What follows belongs to an exercise in optimizing a design on an open flow for small area; a production flow would make more cautious choices. Function was checked by simulation only, so behaviour that the tests miss may differ from the original. No driver is modelled on the clock port, so clocking that relies on it looks cheaper here than on a real chip. No activity file was given, so power comes from the tool's default toggle rates.

== build 13 ==
==> flow/design.v (excerpt) <==
module cpu
	(output reg [7:0] address,
	 output wire [7:0] to_memory,
	 output wire write,
	 input wire [7:0] from_memory,
	 input wire clk, reset);
	reg [7:0] A, B, PC;
	reg [3:0] CCR;       
	reg [3:0] ph;
	reg [2:0] cls;       
	reg       rsel;      
	localparam R  = 4'd10,    
	           F0 = 4'd0,    
	           F1 = 4'd8,    
	           F2 = 4'd1,    
	           DA = 4'd6,    
	           XA = 4'd9,    
	           DN = 4'd5,    
	           H  = 4'd14,    
	           S4 = 4'd4,    
	           S5 = 4'd12,    
	           S6 = 4'd3,   
	           S7 = 4'd2,   
	           S8 = 4'd11;   
	wire [7:0] m = from_memory;
	wire [3:0] n = m[3:0];
	wire pR = (ph == R), pF0 = (ph == F0), pF1 = (ph == F1), pF2 = (ph == F2);
	wire pS4 = (ph == S4), pS5 = (ph == S5), pS6 = (ph == S6), pS7 = (ph == S7);
	wire pS8 = (ph == S8);
	wire is_alu = (m[7:4] == 4'h4) && (n >= 4'h2) && (n <= 4'hD);
	wire is_br  = (m[7:4] == 4'h2) && (n <= 4'h8);
	wire is_ld  = (m[7:4] == 4'h8) && (n >= 4'h6) && (n <= 4'h9);
	wire is_st  = (m[7:1] == 7'b1001011);
	reg  taken;
	always @(*) begin
		case (n)
			4'h0: taken = 1'b1;
			4'h1: taken = CCR[3];
			4'h2: taken = ~CCR[3];
			4'h3: taken = CCR[2];
			4'h4: taken = ~CCR[2];
			4'h5: taken = CCR[1];
			4'h6: taken = ~CCR[1];
			4'h7: taken = CCR[0];
			default: taken = ~CCR[0];
		endcase
	end
	wire c_imm = cls[2] & ~cls[1] & ~cls[0];
	wire c_dir = cls[2] & ~cls[1] & cls[0];
	wire c_st  = cls[2] & cls[1];
	wire c_brt = ~cls[2] & cls[1];
	wire c_brn = ~cls[2] & ~cls[1];
	reg f_yB, f_inv, f_k, f_chain, f_cs, f_dstb;
	always @(*) begin
  ...
Size: ~250 cells after synthesis, ~27 I/O pins, about 2400 um^2 of cells after synthesis.
clock: 8.0 ns
lec_check: 0
abc_area: 1
cap_margin: 0
core_margin: 2
core_utilization: 40
gpl_timing_driven: 0
slew_margin: 0
standard.sh (not shown) runs the stock make flow with config.mk's settings and CLKGATE_MAP_FILE= SYNTH_SCRIPT=/design/flow/synth_recipe.tcl, a recipe that flattens the netlist after the stock synthesis.
==> flow/flow/run.sh <==
#!/bin/bash
# Own layout flow:
#  1. the standard synthesis (standard.sh), unchanged;
#  2. its combinational cells re-mapped by ABC with an area script
#     (deepsyn and amap, a few seeds; the smallest result is kept); the registers
#     stay as the standard synthesis made them (same cells, same names);
#  3. the standard layout of that netlist, with the smallest buffer on
#     the ports and a clock tree of small buffers without dummy loads.
# Each tool's output goes to a log of its own in the work folder.
set -euo pipefail
W=$(pwd)
R=$W/orfs/results/$FLOW_PLATFORM/cpu/base
PDIR=$FLOW_HOME/platforms/$FLOW_PLATFORM
export RS_LIB=$PDIR/lib/sky130_fd_sc_hd__tt_025C_1v80.lib
export RS_DONT_USE=$(sed -n '/^export DONT_USE_CELLS/,/^$/p' $PDIR/config.mk | grep -o 'sky130_fd_sc_hd__[a-z0-9_]*' | tr '\n' ' ')
export RS_IN=$W/synth_standard.v
SEEDS="0"
POSTS="a"
source flow/settings.sh

bash standard.sh "$R/1_2_yosys.v" > log_synth_standard.log 2>&1
cp "$R/1_2_yosys.v" "$RS_IN"

run_job() {
  local s=$1 p=$2 seedarg="" post="amap"
  [[ $s == 0 ]] || seedarg="-S $s"
  [[ $p == b ]] && post="dch -f; amap"
  sed -e "s/@SEEDARG@/$seedarg/" -e "s/@POST@/$post/" flow/resynth.abc | tr ';' '\n' > $W/resynth_$s$p.abc
  RS_ABC=$W/resynth_$s$p.abc RS_OUT=$W/synth_resynth_$s$p.v yosys -c flow/resynth.tcl > log_resynth_$s$p.log 2>&1 || true
}
JOBS=""
for s in $SEEDS; do for p in $POSTS; do JOBS="$JOBS $s$p"; done; done
n=0
for j in $JOBS; do
  run_job ${j%?} ${j: -1} &
  n=$((n + 1))
  if (( n % ${NUM_CORES:-4} == 0 )); then wait; fi
done
wait
best=""; best_area=""
for j in $JOBS; do
  a=$(grep "Chip area for module" log_resynth_$j.log | tail -1 | awk '{print $NF}') || true
  [[ -n "$a" && -s synth_resynth_$j.v ]] || continue
  if [[ -z "$best" ]] || awk -v a=$a -v b=$best_area 'BEGIN{exit !(a<b)}'; then best=$j; best_area=$a; fi
done
echo "resynthesis: job $best, area $best_area" > log_resynth_choice.log
# one clock buffer drives every register's clock pin
python3 flow/clkbuf.py "synth_resynth_$best.v" "$R/1_2_yosys.v" > log_clkbuf.log 2>&1

bash standard.sh BUFFER_PORTS_ARGS="-buffer_cell sky130_fd_sc_hd__buf_1" \
  CTS_ARGS="$CTS_ARGS" finish > log_layout.log 2>&1
==> flow/flow/clkbuf.py <==
# Clock distribution: the clock port drives one root buffer, which drives
# three clkbuf_8 buffers; each of these drives the clock pins of one group of
# registers (A and B; PC and MAR; the control registers). Every register is
# two buffers from the port.
import re, sys
src, dst = sys.argv[1], sys.argv[2]
v = open(src).read()
groups = {'clk_g0': ('A[', 'B['), 'clk_g1': ('PC[', 'address[')}
count = {'clk_g0': 0, 'clk_g1': 0, 'clk_g2': 0}

def fix(m):
    body = m.group(0)
    if '.CLK(clk)' not in body:
        return body
    name = m.group(2).lstrip('\\')
    g = 'clk_g2'
    for net, prefixes in groups.items():
        if name.startswith(prefixes):
            g = net
    count[g] += 1
    return body.replace('.CLK(clk)', '.CLK(%s)' % g)

v = re.sub(r'(sky130_fd_sc_hd__\w+)\s+(\S+)\s*\((.*?)\);', fix, v, flags=re.S)
assert '.CLK(clk)' not in v
m = re.search(r'\n(\s*)wire ', v)
v = v[:m.start()] + '\n  wire clk_root;\n  wire clk_g0;\n  wire clk_g1;\n  wire clk_g2;' + v[m.start():]
i = v.rindex('endmodule')
bufs = '  sky130_fd_sc_hd__clkbuf_2 clk_root_buf (\n    .A(clk),\n    .X(clk_root)\n  );\n'
bufs += ''.join('  sky130_fd_sc_hd__clkbuf_8 %s_buf (\n    .A(clk_root),\n    .X(%s)\n  );\n' % (g, g) for g in count)
v = v[:i] + bufs + v[i:]
open(dst, 'w').write(v)
print('registers per clock buffer:', count)
==> flow/flow/resynth.abc <==
strash
&get -n
&deepsyn @SEEDARG@ -T 60
&put
@POST@
==> flow/flow/resynth.tcl <==
# Re-map the combinational part of the standard synthesis netlist with ABC.
# Cells are read with their functions; the flip-flop cells are kept as black
# boxes, so the registers keep their cells and instance names.
yosys read_liberty -ignore_miss_func $::env(RS_LIB)
yosys read_verilog $::env(RS_IN)
yosys hierarchy -top cpu
yosys blackbox sky130_fd_sc_hd__df* sky130_fd_sc_hd__edf*
yosys flatten
yosys rename -hide w:*.*
yosys opt -purge
set du {}
foreach c $::env(RS_DONT_USE) { lappend du -dont_use $c }
yosys abc -liberty $::env(RS_LIB) {*}$du -script $::env(RS_ABC)
yosys opt_clean -purge
yosys splitnets
yosys opt_clean -purge
yosys hilomap -singleton -hicell sky130_fd_sc_hd__conb_1 HI -locell sky130_fd_sc_hd__conb_1 LO
yosys insbuf -buf sky130_fd_sc_hd__buf_4 A X
yosys stat -liberty $::env(RS_LIB)
yosys write_verilog -noattr -noexpr -nohex -nodec -selected $::env(RS_OUT)
==> flow/flow/settings.sh <==
CTS_ARGS="-clk_nets clk -dont_use_dummy_load -buf_list sky130_fd_sc_hd__clkbuf_8"
Every stage of the flow completed for build 13, and the final layout passed the timing, DRC and antenna checks.
Modified inputs, build 30 compared to build 13
==> flow/flow/clkbuf.py <==
# Put one clock buffer between the clock port and the registers' clock pins.
import re, sys
src, dst = sys.argv[1], sys.argv[2]
v = open(src).read()
n = len(re.findall(r'\.CLK\(clk\)', v))
v = re.sub(r'\.CLK\(clk\)', '.CLK(clk_root)', v)
m = re.search(r'\n(\s*)wire ', v)
v = v[:m.start()] + '\n  wire clk_root;' + v[m.start():]
i = v.rindex('endmodule')
v = v[:i] + '  sky130_fd_sc_hd__clkbuf_16 clk_root_buf (\n    .A(clk),\n    .X(clk_root)\n  );\n' + v[i:]
open(dst, 'w').write(v)
print(f"clock pins moved to the buffer: {n}")
==> flow/flow/settings.sh <==
CTS_ARGS="-sink_clustering_enable -repair_clock_nets -dont_use_dummy_load -buf_list sky130_fd_sc_hd__clkbuf_8 -sink_clustering_size 24"
Results
Minimum clock period after layout deteriorates in build 30 relative to build 13.
On die area, build 30 does better than build 13.
Summary — combinational fraction of design power, build 30 relative to build 13: lower, by 1.6 points.
Looking at cell area after technology mapping across build 30 and build 13, the one that comes out lower is build 30.
Going from build 13 to build 30, total power grew by a few percent.
Taking build 30 over build 13, the routed wire length ratio works out to 1.09.
Delta(total routing usage reported by global routing, build 30 - build 13) > 0
## Diff of input files: build 96 against build 30
-- flow/flow/run.sh --
<<< build 30, line 46
echo "resynthesis: job $best, area $best_area" > log_resynth_choice.log
# one clock buffer drives every register's clock pin
python3 flow/clkbuf.py "synth_resynth_$best.v" "$R/1_2_yosys.v" > log_clkbuf.log 2>&1

>>> build 96, line 46
echo "resynthesis: job $best, area $best_area" > log_resynth_choice.log
cp "synth_resynth_$best.v" "$R/1_2_yosys.v"

removed: flow/flow/clkbuf.py
Results
- Build 96 went all the way through the flow, and no timing, DRC or antenna check failed.
- In build 96, the cell count came out about 1.7% below the value in build 30.
- Min fraction of power consumed by the clock network across build 96 and build 30: build 96
- The die of build 96 is smaller than the one used in build 30.
- Compared to build 30, build 96 has layout-stage area growth over the synthesis result 1.0 points lower.
- Relative to build 30, cell count after synthesis has decreased by 0.41% in build 96.
- The lower final standard cell area without fillers of build 96 and build 30 is in build 96.
- Setup slack in build 96 is smaller than in build 30.
- From build 30 to build 96, number of max-capacitance violations reported did not move at all.
Inputs modified between build 96 and build 75:
- removing GPL_TIMING_DRIVEN (formerly 0)
- changing SLEW_MARGIN from 0 to 20
- changing CAP_MARGIN from 0 to 20
-- flow/flow/run.sh --
<<< build 96, line 16
export RS_IN=$W/synth_standard.v
SEEDS="0"
POSTS="a"
source flow/settings.sh
>>> build 75, line 16
export RS_IN=$W/synth_standard.v
SEEDS="0 1 2 3 4 5 6 7"
POSTS="a b"
source flow/settings.sh
[summary]
Build 75 ended with less via count than build 96.
Against build 96 as the reference, build 75 delivers a higher share of layout cells above drive strength 1.
From build 96 to build 75 the numbers moved as follows: overall routed net length moved down; total power draw moved up; actual slew at the worst max-slew pin moved down.
Between build 96 and build 75, the die area does not differ in any meaningful way.
| layout-stage area growth over the synthesis result | build 75 vs build 96 | 1.1 points higher |
diff inputs: build 75 => build 46
==> flow/flow/run.sh <==
#!/bin/bash
# Own layout flow:
#  1. the standard synthesis (standard.sh), unchanged;
#  2. its combinational cells re-mapped by ABC with an area script
#     (deepsyn with a few seeds; the smallest result is kept); the registers
#     stay as the standard synthesis made them (same cells, same names);
#  3. the standard layout of that netlist, with the smallest buffer on
#     the ports and a clock tree of small buffers without dummy loads.
# Each tool's output goes to a log of its own in the work folder.
set -euo pipefail
W=$(pwd)
R=$W/orfs/results/$FLOW_PLATFORM/cpu/base
PDIR=$FLOW_HOME/platforms/$FLOW_PLATFORM
export RS_LIB=$PDIR/lib/sky130_fd_sc_hd__tt_025C_1v80.lib
export RS_DONT_USE=$(sed -n '/^export DONT_USE_CELLS/,/^$/p' $PDIR/config.mk | grep -o 'sky130_fd_sc_hd__[a-z0-9_]*' | tr '\n' ' ')
export RS_IN=$W/synth_standard.v
SEEDS="0 1 2 3 4 5 6 7"
source flow/settings.sh

bash standard.sh "$R/1_2_yosys.v" > log_synth_standard.log 2>&1
cp "$R/1_2_yosys.v" "$RS_IN"

run_seed() {
  local s=$1
  if [[ $s == 0 ]]; then sed "s/-S @SEED@ //" flow/resynth.abc; else sed "s/@SEED@/$s/" flow/resynth.abc; fi > $W/resynth_$s.abc
  RS_ABC=$W/resynth_$s.abc RS_OUT=$W/synth_resynth_$s.v yosys -c flow/resynth.tcl > log_resynth_$s.log 2>&1 || true
}
n=0
for s in $SEEDS; do
  run_seed $s &
  n=$((n + 1))
  if (( n % ${NUM_CORES:-4} == 0 )); then wait; fi
done
wait
best=""; best_area=""
for s in $SEEDS; do
  a=$(grep "Chip area for module" log_resynth_$s.log | tail -1 | awk '{print $NF}') || true
  [[ -n "$a" && -s synth_resynth_$s.v ]] || continue
  if [[ -z "$best" ]] || awk -v a=$a -v b=$best_area 'BEGIN{exit !(a<b)}'; then best=$s; best_area=$a; fi
done
echo "resynthesis: seed $best, area $best_area" > log_resynth_choice.log
cp "synth_resynth_$best.v" "$R/1_2_yosys.v"

bash standard.sh BUFFER_PORTS_ARGS="-buffer_cell sky130_fd_sc_hd__buf_1" \
  CTS_ARGS="$CTS_ARGS" finish > log_layout.log 2>&1
==> flow/flow/resynth.abc <==
strash
&get -n
&deepsyn -S @SEED@ -T 60
&put
dch -f
map -a
[summary]
- The standard cells in build 46 occupy more silicon area than those in build 75 do.
- In the metrics for build 75 and build 46, the one carrying the lower worst-margin pin slew is build 46.
- Changes observed in build 46 relative to build 75: proportion of power drawn by combinational gates went down 1.0 points, die area +3.0%, count of plain and timing-repair buffers now smaller.
- Re sequential cell count: no difference whatsoever between build 46 and build 75.
- Count of inserted tapcells ends up higher on build 46.
- For the power per standard cell area, build 46 came in 27 nW/um^2 lower than build 75 did.
- On final hold slack, build 46 does better than build 75.
- Comparing build 75 and build 46, the higher height of the die is on build 46.
- Net count after synthesis (build 75 / build 46): 0.843

static timing again, ports no longer ideal:
No port has a modelled driver above. Below, the same layouts with a new extraction and two added sets of constraints.
Step 1 (the two cells are an assumption about what drives the block):
set clk [get_ports {clk}]
set_driving_cell -lib_cell sky130_fd_sc_hd__clkbuf_16 $clk
set_driving_cell -lib_cell sky130_fd_sc_hd__buf_2 [delete_from_list [all_inputs] $clk]
Step 2 adds t to the input delays and takes it off the output delays; t is the mean of the earliest and latest rising clock arrival at the registers after step 1. Input paths then give back, and output paths get back, about the clock's delay inside the block.
Slacks: no drivers / after step 1 / after step 2; pairs: no drivers / after step 1.
| run | t (ns) | setup WS [ns] | hold slack, ns | cell pins on the clock port's net |
|---|---|---|---|---|
| build 13 | 0.320 | 1.170 / 1.160 / 0.841 | 0.540 / 0.540 / 0.540 | 1 |
| build 30 | 0.426 | 1.115 / 1.115 / 0.999 | 0.532 / 0.532 / 0.532 | 1 |
| build 96 | 0.328 | 0.808 / 0.808 / 0.808 | 0.549 / 0.549 / 0.549 | 1 |
| build 75 | 0.314 | 1.439 / 1.441 / 1.127 | 0.537 / 0.537 / 0.537 | 1 |
| build 46 | 0.312 | 2.763 / 2.768 / 2.456 | 0.554 / 0.554 / 0.554 | 1 |
After both steps setup and hold are still met in every run listed. For build 13, which loses most, drivers alone change the setup slack by -0.010 ns; drivers and shift together by -0.329 ns.
